What follows belongs to an exercise in optimizing a design on an open flow for small area, a short achievable clock period and few clock cycles; a production flow would make more cautious choices.
Only simulation tests tie the RTL to the original design; equivalence was not proved.

==> flow/design.v (outline; a module is shown in full before it is edited, if it fits) <==
// module Milestone1: 960 lines
module Milestone1 (
	input  logic        Clock,
	input  logic        Resetn,
	input  logic        Enable,
	output logic [17:0] SRAM_address,
	input  logic [15:0] SRAM_read_data,
	output logic [15:0] SRAM_write_data,
	output logic        SRAM_we_n
);
  // ...
==> flow/run.sh <==
#!/bin/bash
# synth_recipe.tcl (not shown) runs the flow's synth.tcl, then flattens the netlist and writes it again
# the make line also repeats each setting of config.mk as NAME=value (left out here)
make -C /OpenROAD-flow-scripts/flow DESIGN_CONFIG=/design/flow/config.mk WORK_HOME=/design/flow/orfs CLKGATE_MAP_FILE= SYNTH_SCRIPT=/design/flow/synth_recipe.tcl finish
==> flow/config.mk <==
export PLATFORM = sky130hd
export DESIGN_NAME = Milestone1
export DESIGN_NICKNAME = Milestone1
export VERILOG_FILES = /design/flow/design.v
export SDC_FILE = /design/flow/constraint.sdc
export NUM_CORES = 4
export LEC_CHECK = 0
export CAP_MARGIN = 20
export CORE_MARGIN = 2
export CORE_UTILIZATION = 40
export PLACE_DENSITY = 0.6
export SLEW_MARGIN = 20
==> flow/constraint.sdc <==
create_clock -name core_clock -period 12.0 [get_ports {Clock}]
set_input_delay 2.4000 -clock core_clock [delete_from_list [all_inputs] [get_ports {Clock}]]
set_output_delay 2.4000 -clock core_clock [all_outputs]
set_load 0.01 [all_outputs]
==> impl_results.md, run 1 <==
* Status: finished clean
* FF-to-FF End: SRAM_write_data[3]$_DFFE_PP_
* Largest buffer count on any clock path at 3
* Multi-input gate count at 1693
* DRT met1 WL at 29500 microns
* Row count at 91
* Initial antenna violation count at 1
* Inverters, non-clock at 462
* EDFF count, synth at 194
* Post-synth top area cell: edfxtp_1
* Largest net degree at the start of global routing at 54
* Finish-stage setup viols at 0
* Final Max Slew Viols at 0
* Mapped Area at 0.0249 sq mm
* CP bufs+invs at 5
* Register bit total from synthesis at 276
* Core ar. at 0.0616 sq mm
* Initial DRT Pass Iterations at 5
* Hold depth at 2
* WS Path Type: flop to flop
* Cell variety after synth at 94
* Fmax at 0.112 GHz
Testbench counts, summed over its fixed seeds: cycles 1,543,760.
==> inputs of run 2 (changes only) <==
--- a/flow/design.v
+++ b/flow/design.v
@@ -21,17 +21,17 @@
 logic [7:0] wU [0:5];
 logic [7:0] wV [0:5];
 logic [7:0] hU, vh1, vh2;
 logic [15:0] Yh;
 logic signed [8:0] FU, FV;
 logic [7:0] B0h, G1h, B1h;
 wire [7:0] rd_hi = SRAM_read_data[15:8];
 wire [7:0] rd_lo = SRAM_read_data[7:0];
-wire selV = (ph == 4'd1);
+logic selV;   
 wire [7:0] fa = selV ? wV[0] : wU[0];
 wire [7:0] fb = selV ? wV[1] : wU[1];
 wire [7:0] fc = selV ? wV[2] : wU[2];
 wire [7:0] fd = selV ? wV[3] : wU[3];
 wire [7:0] fe = selV ? wV[4] : wU[4];
 wire [7:0] ff = selV ? wV[5] : wU[5];
 wire tf_0 = fa[5] ^ fa[3];
 wire tf_1 = fa[5] & fa[3];
@@ -300,20 +300,29 @@
 wire tf_264 = tf_231 ^ tf_232 ^ tf_202;
 wire tf_265 = (tf_231 & tf_232) | (tf_231 & tf_202) | (tf_232 & tf_202);
 wire tf_266 = tf_233 ^ tf_234 ^ 1'b1;
 wire tf_267 = (tf_233 & tf_234) | (tf_233 & 1'b1) | (tf_234 & 1'b1);
 wire [16:0] tf_a = {tf_267, tf_265, tf_263, tf_261, tf_259, tf_257, tf_255, tf_253, tf_251, tf_249, tf_247, tf_245, tf_243, tf_241, tf_239, tf_237, tf_236};
 wire [16:0] tf_b = {tf_235, tf_266, tf_264, tf_262, tf_260, tf_258, tf_256, tf_254, tf_252, tf_250, tf_248, tf_246, tf_244, tf_242, tf_240, tf_238, ff[0]};
 wire [16:0] FS = tf_a + tf_b;
 wire signed [8:0] fout = FS[16:8];
-wire odd = (ph == 4'd3);
-wire [7:0] py = odd ? Yh[7:0] : Yh[15:8];
-wire signed [8:0] pu = odd ? FU : {~wU[2][7], ~wU[2][7], wU[2][6:0]};
-wire signed [8:0] pv = odd ? FV : {~wV[2][7], ~wV[2][7], wV[2][6:0]};
+logic [7:0] py;
+logic signed [8:0] pu, pv;
+always_ff @(posedge Clock) begin
+	if (selV) begin
+		py <= Yh[15:8];
+		pu <= {~wU[2][7], ~wU[2][7], wU[2][6:0]};
+		pv <= {~wV[2][7], ~wV[2][7], wV[2][6:0]};
+	end else begin
+		py <= Yh[7:0];
+		pu <= FU;
+		pv <= FV;
+	end
+end
 wire txr_0 = py[5] ^ py[3];
 wire txr_1 = py[5] & py[3];
 wire txr_2 = py[6] ^ py[4] ^ py[2];
 wire txr_3 = (py[6] & py[4]) | (py[6] & py[2]) | (py[4] & py[2]);
 wire txr_4 = py[7] ^ py[5] ^ py[3];
 wire txr_5 = (py[7] & py[5]) | (py[7] & py[3]) | (py[5] & py[3]);
 wire txr_6 = py[0] ^ ~pv[5];
 wire txr_7 = py[0] & ~pv[5];
@@ -850,19 +859,19 @@
 wire [7:0] Bo = Nu ? 8'd0 : clampc(XB);
 wire c159   = (col == 8'd159);
 wire ceven  = ~col[0];
 wire last_ph = c159 ? (ph == 4'd8) : (ph == 4'd4);
 wire [7:0] ncol = last_ph ? (c159 ? 8'd0 : col + 8'd1) : col;
 wire [3:0] nph  = last_ph ? 4'd0 : ph + 4'd1;
 wire nc159 = (ncol == 8'd159);
 wire nwrite = (nph == 4'd0) | (nph == 4'd3) | (nph == 4'd4);
-wire nreadY = (nph == 4'd2 & ~nc159) | (nph == 4'd8);
+wire nreadY = (nph == 4'd2 & ~nc159) | (nph == 4'd7);
 wire nreadU = (nph == 4'd1 & ~ncol[0] & ncol <= 8'd154) | (nph == 4'd2 & nc159) | (nph == 4'd6);
-wire nreadV = (nph == 4'd1 & (nc159 | (ncol[0] & ncol <= 8'd153))) | (nph == 4'd5) | (nph == 4'd7);
+wire nreadV = (nph == 4'd1 & (nc159 | (ncol[0] & ncol <= 8'd153))) | (nph == 4'd5) | (nph == 4'd8);
 always_ff @(posedge Clock or negedge Resetn) begin
 	if (~Resetn) begin
 		busy <= 1'b0;
 		SRAM_we_n <= 1'b1;
 	end else begin
 		if (~busy) begin
 			SRAM_we_n <= 1'b1;
 			if (Enable) busy <= 1'b1;
@@ -878,20 +887,22 @@
 always_ff @(posedge Clock) begin
 	if (~busy) begin
 		col <= 8'd159;
 		ph <= 4'd1;
 		p <= 16'd0;
 		q <= 15'd0;
 		wa <= RGB_BASE - 18'd3;
 		first <= 1'b1;
+		selV <= 1'b1;
 		SRAM_address <= V_BASE;
 	end else begin
 		col <= ncol;
 		ph <= nph;
+		selV <= (nph == 4'd1);
 		if (ph == 4'd8) first <= 1'b0;
 		if (nwrite) begin
 			SRAM_address <= wa;
 			wa <= wa + 18'd1;
 		end else if (nreadY) begin
 			SRAM_address <= {2'b00, p};
 			p <= p + 16'd1;
 		end else if (nreadU) begin
@@ -906,25 +917,25 @@
 wire cle154 = (col <= 8'd154);
 wire cle155 = (col <= 8'd155);
 wire [7:0] srcU = (ceven & cle154) ? rd_hi : (cle155 ? hU : wU[5]);
 wire [7:0] srcV = cle155 ? vh1 : wV[5];
 always_ff @(posedge Clock) begin
 	case (ph)
 	4'd0: begin
 		FU <= fout;
+		if (col == 8'd0) Yh <= SRAM_read_data;
+	end
+	4'd1: begin
+		FV <= fout;
 		if (col == 8'd0) begin
 			vh1 <= rd_hi;
 			vh2 <= rd_lo;
 		end
 	end
-	4'd1: begin
-		FV <= fout;
-		if (col == 8'd0) Yh <= SRAM_read_data;
-	end
 	4'd2: begin
 		SRAM_write_data <= {Ro, Go};
 		B0h <= Bo;
 	end
 	4'd3: begin
 		SRAM_write_data <= {B0h, Ro};
 		G1h <= Go;
 		B1h <= Bo;
==> run 2 against run 1 <==
Still clean on timing, DRC and antenna. Clock skew fell by 0.033 ns. Count of clock-buffer cells in the layout rose by 8. Critical path depth fell by 4. Final cell count fell by 3.0%. Design area fell by 0.31%. Worst setup slack improved by 1.3 ns. Core utilization fell by 0.22 points. First-iteration DRC count fell by 3.0%. Global-route usage fell by 1.8 points. Sequential share of layout area rose by 2.1 points.
==> impl_results.md, run 2 <==
* CP peak stage delay at 0.78 ns (was 1.07 ns)
* Final hold slack at 0.439 ns (was 0.458 ns)
* Initial DRT Pass Iterations at 8 (was 5)
* Slowest CP cell: dfxtp_4 (was mux2i_1)
* FF-to-FF End: FV[8]$_DFFE_PP_ (was SRAM_write_data[3]$_DFFE_PP_)
* Placed cell count at 3250 (was 3354)
* XOR/XNOR share of the synthesized area at 0.0249 (was 0.0257)
* Vias per cell at 5.20 (was 5.21)
* Hold buffer count at CTS at 0 (unchanged)
* Most frequent cells in the layout: inv_1 (466), nand2_1 (293), fa_1 (287) (was inv_1 (460), nand2_1 (338), fa_1 (276))
* Seq/Total Area, Yosys at 0.321 (was 0.300)
* Arr. time, crit path at 7.91 ns (was 9.31 ns)
* Final worst slack at 4.41 ns (was 3.09 ns)
* Final hold violation count at 0 (unchanged)
* R2R cell count at 20 (was 24)
* Synth cell count leaders: inv_1 (467), nand2_1 (293), fa_1 (287), ha_1 (195), edfxtp_1 (194) (was inv_1 (461), nand2_1 (338), fa_1 (276), ha_1 (204), edfxtp_1 (194))
* Maximum fanout along the worst path at 42 (was 53)
* Register bit total from synthesis at 303 (was 276)
* Main combinational cell family by area after synthesis: adder cells (unchanged)
* Ys flop type: edfxtp_1 (unchanged)
* Mapped Area at 0.0250 sq mm (was 0.0249 sq mm)
* RSZ-0062 raised after global routing: false (unchanged)
* Post-synthesis mux area share at 0.0441 (was 0.0452)
* Fin util at 0.443 (was 0.446)
* Core ar. at 0.0617 sq mm (was 0.0616 sq mm)
* Ports at 54 (unchanged)
* Syn nets at 2914 (was 2995)
* H-tree levels at 1 (unchanged)
* Design area at 0.0274 sq mm (about the same)
* Die area at 0.0646 sq mm (was 0.0643 sq mm)
* Most common cell after layout, fill and taps aside: inv_1 (unchanged)
* EDFF count, synth at 194 (unchanged)
* Max-Cap Viols at 0 (unchanged)
* Dpl cell area at 0.0264 sq mm (about the same)
* Fin Setup TNS at 0 ns (unchanged)
* Ys async rst share at 0.00660 (was 0.00725)
* CTS tree: done (unchanged)
* Synth Area in Simple Gates at 0.109 (was 0.120)
* Avg Inst Size Synth at 10.4 sq um (was 9.98 sq um)
* # port buffers at 53 (unchanged)
* Mapped Cells at 2413 (was 2496)
* CP Capture Type: flop (unchanged)
* DIE WIDTH at 254 microns (about the same)
* Post-synth top area cell: edfxtp_1 (unchanged)
* Iteration-0 DRC Markers at 1095 (was 1129)
* Largest net degree at the start of global routing at 63 (was 54)
* Post-synth top area share at 0.233 (was 0.234)
* CP dominant cell by count: fa_1
* Worst clock skew at 0.0236 ns (was 0.0563 ns)
* Final Critical Period at 7.59 ns (was 8.91 ns)
* Post-Route WL at 63000 microns (was 67600 microns)
* Relative slew slack at 0.311 (was 0.318)
* Final Max Slew Viols at 0 (unchanged)
* Fmax at 0.132 GHz (was 0.112 GHz)
* YS warnings at 3 (unchanged)
* Crit path required time at 12.32 ns (was 12.39 ns)
* Clock latency on the worst-skew pair at 0.58 ns (was 0.61 ns)
* Finish-stage setup viols at 0 (unchanged)
* Row count at 91 (unchanged)
* Starting Density at 0.405 (was 0.404)
* DIE HEIGHT at 254 microns (about the same)
* Biggest regs: wU: 48 flops, wV: 48 flops (unchanged)
* Post-DP HPWL at 49500 microns (was 54200 microns)
* First-pass GRT wire length at 99900 microns (was 108000 microns)
* Area Growth Syn to Fin at 9.39% (was 10.2%)
* Share of cells above drive strength 1 at 0.0522 (was 0.0641)
* Clock sinks at 303 (was 276)
* Initial antenna violation count at 0 (was 1)
* Via count at 17200 (was 17800)
* Cell variety after synth at 84 (was 94)
* Synth top area cells: edfxtp_1 (23%), fa_1 (23%), ha_1 (9.8%) (was edfxtp_1 (23%), fa_1 (22%), ha_1 (10%))
* WS Path Type: flop to flop (unchanged)
* Adder-Cell Fraction of Synth Area at 0.328 (was 0.325)
* Largest buffer count on any clock path at 3 (unchanged)
* Nets at 2947 (was 3048)
* Clk root buf: clkbuf_16 (unchanged)
* CP Cell Sequence: buf_4 > mux2_2 > fa_1 > fa_1 > inv_1 > fa_1 > inv_1 > fa_1 > inv_1 > fa_1 > inv_1 > fa_1 > ha_1 > or4_1 > a211o_1 > a31oi_2 > o21ai_1 > o41a_1 > and4_1 > or3_1 (was nor2_1 > nand2_1 > clkinv_2 > mux2i_1 > xnor2_1 > xnor2_1 > inv_1 > fa_1 > inv_1 > fa_1 > fa_1 > inv_1 > fa_1 > inv_1 > ha_1 > nand4_1 > nor4_1 > o311a_1 > a41oi_1 > and4b_1 > o21ai_0 > o31a_1 > o21ai_0 > o211ai_1)
* Worst setup SP type: flop (unchanged)
* Final period utilization at 0.633 (was 0.743)
* Worst Hold Class: flop to flop (unchanged)
* GRT Total Usage at 0.200 (was 0.217)
* FF-to-FF Start: selV$_SDFF_PN1_ (was ph[2]$_SDFF_PN0_)
* Setup slack, reg-to-reg at 4.41 ns (was 3.09 ns)
* Routed len/inst at 19.0 microns (was 19.8 microns)
* Post-CTS Repair Setup Buffers at 0 (unchanged)
* Final Wtd Congestion at 0.924 (was 0.945)
* Final antenna-violating net count at 0 (unchanged)
* Post-synthesis compound-gate area fraction at 0.0911 (was 0.101)
* Drt drc at 0 (unchanged)
* Most common cell in the netlist: inv_1 (unchanged)
* Place WS at 4.32 ns (was 3.21 ns)
* Non-filler cells in the finished layout at 3307 (was 3410)
* PostCTS Resize Cnt at 0 (unchanged)
* Crit path launch: selV$_SDFF_PN1_ (was ph[2]$_SDFF_PN0_)
* Status: finished clean (unchanged)
* Fill cell count at 5925 (was 5840)
* Total grt overflow at 0 (unchanged)
* Inserted Clock Buffers at 31 (was 30)
* Crit path to: FV[8]$_DFFE_PP_ (was SRAM_write_data[3]$_DFFE_PP_)
* # diodes at 0 (unchanged)
* Clock Pin Slew Worst Setup and Hold Paths at 0.06 ns (was 0.07 ns)
* Worst-margin pin slew at 1.03 ns (was 1.02 ns)
* Vias in the first global route at 18000 (was 18800)
==> run 2: cell types whose count changed after synthesis, sizes merged, moves of 11 or more <==
cell   delta
a21oi    -43
a22oi    -11
dfxtp    +27
fa       +11
nand2    -44
nor2     -14
o21a     +17
o21ai    -30
or3      -13
xnor2    -13
xor2     +11
==> run 2: area by class of cell <==
class	instances	area, sq um	share of cell area
tap	837	1050	0.0383
sequential	303	8020	0.293
inverter	467	1750	0.0641
multi-input combinational	1575	15000	0.547
clock buffer	43	821	0.0300
clock inverter	14	119	0.00434
timing repair buffer	68	643	0.0235
==> run 2: logic make-up after synthesis <==
| kind of cell | Yosys count |
|---|---|
| multiplexers | 104 |
| adder cells (fa/ha/maj) | 484 |
| XOR/XNOR | 71 |
| AO/OA/AOI/OAI | 321 |
| AND/OR/NAND/NOR | 595 |
| flip-flops | 303 |
| buffers and inverters | 535 |
==> run 2: worst min path at each step <==
stage	startpoint	to	cells after the start
final	first$_SDFFE_PN1P_	first$_SDFFE_PN1P_	2
after detailed placement	first$_SDFFE_PN1P_	first$_SDFFE_PN1P_	2
after CTS	first$_SDFFE_PN1P_	first$_SDFFE_PN1P_	2
after global placement	first$_SDFFE_PN1P_	first$_SDFFE_PN1P_	2
after floorplan	first$_SDFFE_PN1P_	first$_SDFFE_PN1P_	2
after global routing	first$_SDFFE_PN1P_	first$_SDFFE_PN1P_	2
==> run 2: routing by layer <==
| metal | vias up | routed length, microns | global-route usage |
|---|---|---|---|
| met5 | - | 0 | 0 |
| met4 | 0 | 1390 | 0.0489 |
| met3 | 79 | 3320 | 0.0305 |
| met2 | 403 | 29600 | 0.329 |
| met1 | 8655 | 28600 | 0.276 |
| li1 | 8054 | - | - |
==> run 2: critical path, delay by kind of cell, from the launching register on <==
kind / cells / cell delay (ns)
DFF: 1 / 0.78
and+or+nand+nor: 3 / 0.99
adders and majority gates: 7 / 2.99
buffers and inverters: 5 / 0.87
muxes: 1 / 0.45
AOI/OAI and AO/OA: 4 / 1.22
Testbench counts of run 2, summed over its fixed seeds: cycles 1,543,760.
==> inputs of run 3 (changes only) <==
--- a/flow/config.mk
+++ b/flow/config.mk
@@ -11,2 +11,3 @@
 export PLACE_DENSITY = 0.6
+export SETUP_SLACK_MARGIN = 5
 export SLEW_MARGIN = 20
==> run 3 against run 2 <==
Still clean. Count of clock-buffer cells in the layout is the same. Sequential share of layout area fell by 0.14 points. Routed wire length grew 0.81%. Design area increased by 0.49%. Global-route usage is 0.16 points higher. Synthesized area did not move. Register-to-register slack better by 0.89 ns. Critical path depth did not move. Clock skew rose by 0.00063 ns.
==> impl_results.md, run 3 <==
* Status: finished clean (unchanged)
* Most common cell after layout, fill and taps aside: inv_1 (unchanged)
* Main combinational cell family by area after synthesis: adder cells (unchanged)
* Clock Pin Slew Worst Setup and Hold Paths at 0.06 ns (about the same)
* Synth Area in Simple Gates at 0.109 (unchanged)
* Maximum fanout along the worst path at 20 (was 42)
* Ports at 54 (unchanged)
* Most common cell in the netlist: inv_1 (unchanged)
* Fin util at 0.446 (was 0.443)
* Seq/Total Area, Yosys at 0.321 (unchanged)
* Post-synthesis compound-gate area fraction at 0.0911 (unchanged)
* Core ar. at 0.0617 sq mm (unchanged)
* Post-synth top area cell: edfxtp_1 (unchanged)
* XOR/XNOR share of the synthesized area at 0.0249 (unchanged)
* Starting Density at 0.405 (unchanged)
* Relative slew slack at 0.288 (was 0.311)
* Final period utilization at 0.558 (was 0.633)
* Clk root buf: clkbuf_16 (unchanged)
* Vias in the first global route at 18000 (about the same)
* Clock latency on the worst-skew pair at 0.58 ns (about the same)
* Vias per cell at 5.20 (about the same)
* Row count at 91 (unchanged)
* FF-to-FF End: FV[8]$_DFFE_PP_ (unchanged)
* Clock sinks at 303 (unchanged)
* Ys flop type: edfxtp_1 (unchanged)
* Via count at 17200 (about the same)
* Syn nets at 2914 (unchanged)
* DIE HEIGHT at 254 microns (unchanged)
* Mapped Area at 0.0250 sq mm (unchanged)
* Largest net degree at the start of global routing at 63 (unchanged)
* Place WS at 4.32 ns (unchanged)
* DIE WIDTH at 254 microns (unchanged)
* Hold buffer count at CTS at 0 (unchanged)
* Avg Inst Size Synth at 10.4 sq um (unchanged)
* Mapped Cells at 2413 (unchanged)
* Finish-stage setup viols at 0 (unchanged)
* Arr. time, crit path at 7.02 ns (was 7.91 ns)
* Ys async rst share at 0.00660 (unchanged)
* First-pass GRT wire length at 101000 microns (was 99900 microns)
* Final hold violation count at 0 (unchanged)
* Cell variety after synth at 84 (unchanged)
* Post-Route WL at 63500 microns (was 63000 microns)
* # diodes at 0 (unchanged)
* Register bit total from synthesis at 303 (unchanged)
* Most frequent cells in the layout: inv_1 (466), nand2_1 (293), fa_1 (287) (unchanged)
* Post-synthesis mux area share at 0.0441 (unchanged)
* Final Wtd Congestion at 0.924 (unchanged)
* Synth top area cells: edfxtp_1 (23%), fa_1 (23%), ha_1 (9.8%) (unchanged)
* Routed len/inst at 19.2 microns (was 19.0 microns)
* GRT Total Usage at 0.201 (was 0.200)
* YS warnings at 3 (unchanged)
* Largest buffer count on any clock path at 3 (unchanged)
* Inserted Clock Buffers at 31 (unchanged)
* Fmax at 0.149 GHz (was 0.132 GHz)
* Final Critical Period at 6.70 ns (was 7.59 ns)
* Nets at 2954 (was 2947)
* R2R cell count at 20 (unchanged)
* Iteration-0 DRC Markers at 1167 (was 1095)
* Area Growth Syn to Fin at 9.93% (was 9.39%)
* Post-DP HPWL at 49500 microns (unchanged)
* Worst-margin pin slew at 1.07 ns (was 1.03 ns)
* Final Max Slew Viols at 0 (unchanged)
* CP Capture Type: flop (unchanged)
* EDFF count, synth at 194 (unchanged)
* FF-to-FF Start: selV$_SDFF_PN1_ (unchanged)
* H-tree levels at 1 (unchanged)
* Synth cell count leaders: inv_1 (467), nand2_1 (293), fa_1 (287), ha_1 (195), edfxtp_1 (194) (unchanged)
* Post-synth top area share at 0.233 (unchanged)
* Worst clock skew at 0.0243 ns (was 0.0236 ns)
* Final worst slack at 5.30 ns (was 4.41 ns)
* RSZ-0062 raised after global routing: false (unchanged)
* Initial antenna violation count at 0 (unchanged)
* Total grt overflow at 0 (unchanged)
* Initial DRT Pass Iterations at 9 (was 8)
* Adder-Cell Fraction of Synth Area at 0.328 (unchanged)
* # port buffers at 53 (unchanged)
* Share of cells above drive strength 1 at 0.0553 (was 0.0522)
* Max-Cap Viols at 0 (unchanged)
* Fin Setup TNS at 0 ns (unchanged)
* Biggest regs: wU: 48 flops, wV: 48 flops (unchanged)
* CTS tree: done (unchanged)
* WS Path Type: flop to flop (unchanged)
* Die area at 0.0646 sq mm (unchanged)
* Crit path required time at 12.32 ns (about the same)
* Crit path to: FV[8]$_DFFE_PP_ (unchanged)
* Worst Hold Class: flop to flop (unchanged)
* Setup slack, reg-to-reg at 5.30 ns (was 4.41 ns)
* Drt drc at 0 (unchanged)
* Worst setup SP type: flop (unchanged)
* Final antenna-violating net count at 0 (unchanged)
* Crit path launch: selV$_SDFF_PN1_ (unchanged)
## run 3: changes by cell type in the layout (fill, tap and decap cells not counted)
cell	delta
buf_8	+1
o21ai_2	+1
bufbuf_16	+1
a31oi_4	+1
buf_12	+3
buf_4	+2
o21ai_1	-1
a31oi_2	-1
## run 3: repair_timing
| action | CTS | global route |
|---|---|---|
| setup buffers | 2 | 4 |
| cloned | 1 | 0 |
| endpoints found under the setup margin | 8 | 2 |
| gates resized for setup | 3 | 2 |
## run 3: worst min path at each step
stage | start | depth (start not counted) | slack, ns | endpoint
after floorplan | first$_SDFFE_PN1P_ | 2 | 0.42 | first$_SDFFE_PN1P_
after global placement | first$_SDFFE_PN1P_ | 2 | 0.43 | first$_SDFFE_PN1P_
after detailed placement | first$_SDFFE_PN1P_ | 2 | 0.43 | first$_SDFFE_PN1P_
after CTS | first$_SDFFE_PN1P_ | 2 | 0.44 | first$_SDFFE_PN1P_
after global routing | first$_SDFFE_PN1P_ | 2 | 0.49 | first$_SDFFE_PN1P_
final | first$_SDFFE_PN1P_ | 2 | 0.44 | first$_SDFFE_PN1P_
## run 3: stage by stage
step / hold slack, ns / std cells / instance area, sq um
floorplan: 0.416 / 2413 / 25000
global placement: 0.435 / 3250 / 26400
detailed placement: 0.435 / 3250 / 26400
CTS: 0.444 / 3310 / 27400
global route: 0.491 / 3314 / 27500
finish: 0.439 / 3314 / 27500
## run 3: logic make-up (layout without fill, tap and decap cells)
kind of cell / after synthesis / after routing
mux: 104 / 104
fa+ha+maj: 484 / 484
xor+xnor: 71 / 71
compound gates: 321 / 321
simple gates: 595 / 595
flops: 303 / 303
buf+inv: 535 / 599
## run 3: per-layer routing
metal | vias up | global-route usage | wire length [microns]
met2 | 401 | 0.333 | 30000
met5 | - | 0 | 0
met4 | 0 | 0.0489 | 1410
li1 | 8067 | - | -
met1 | 8695 | 0.278 | 28600
met3 | 84 | 0.0305 | 3410
## run 3: worst max-delay path, stage by stage, from the launching register on
cell and delay (ns):
dfxtp_4 0.44, buf_12 0.21, mux2_2 0.41, fa_1 0.48
fa_1 0.53, inv_1 0.06, fa_1 0.53, inv_1 0.05
fa_1 0.39, inv_1 0.09, fa_1 0.43, inv_1 0.09
fa_1 0.42, ha_1 0.21, or4_1 0.40, a211o_1 0.34
a31oi_4 0.25, o21ai_2 0.13, o41a_1 0.39, and4_1 0.21
or3_1 0.38
## run 3: area by class of cell
cell class | instances | area, sq um
Clock buffer | 43 | 821
Clock inverter | 14 | 119
Fill cell | 5911 | 34200
Inverter | 467 | 1750
Multi-Input combinational cell | 1575 | 15000
Sequential cell | 303 | 8020
Tap cell | 837 | 1050
Timing Repair Buffer | 75 | 766

==> static timing again, ports no longer ideal <==
No port has a modelled driver above. Below, the same layouts with a new extraction and two added sets of constraints.
Step 1 (the two cells are an assumption about what drives the block):
set clk [get_ports {Clock}]
set_driving_cell -lib_cell sky130_fd_sc_hd__clkbuf_16 $clk
set_driving_cell -lib_cell sky130_fd_sc_hd__buf_2 [delete_from_list [all_inputs] $clk]
Step 2 moves the port delays by t, midway between the first and last clock arrival at a register: inputs arrive t later, outputs are due t later. That takes back most of the time a late clock gives input paths.
Three values: ideal ports, drivers, drivers and shift; two values: the first two.
| run | t (ns) | setup slack, ns | latest minus earliest clock arrival (ns) | worst register clock-pin slew, ns |
|---|---|---|---|---|
| run 1 | 0.645 | 3.087 / 3.087 / 3.087 | 0.057 / 0.057 | 0.07 / 0.07 |
| run 2 | 0.621 | 4.410 / 4.410 / 4.410 | 0.023 / 0.024 | 0.06 / 0.06 |
| run 3 | 0.623 | 5.300 / 5.300 / 5.300 | 0.025 / 0.024 | 0.06 / 0.06 |
After both steps every run listed still meets setup and hold.
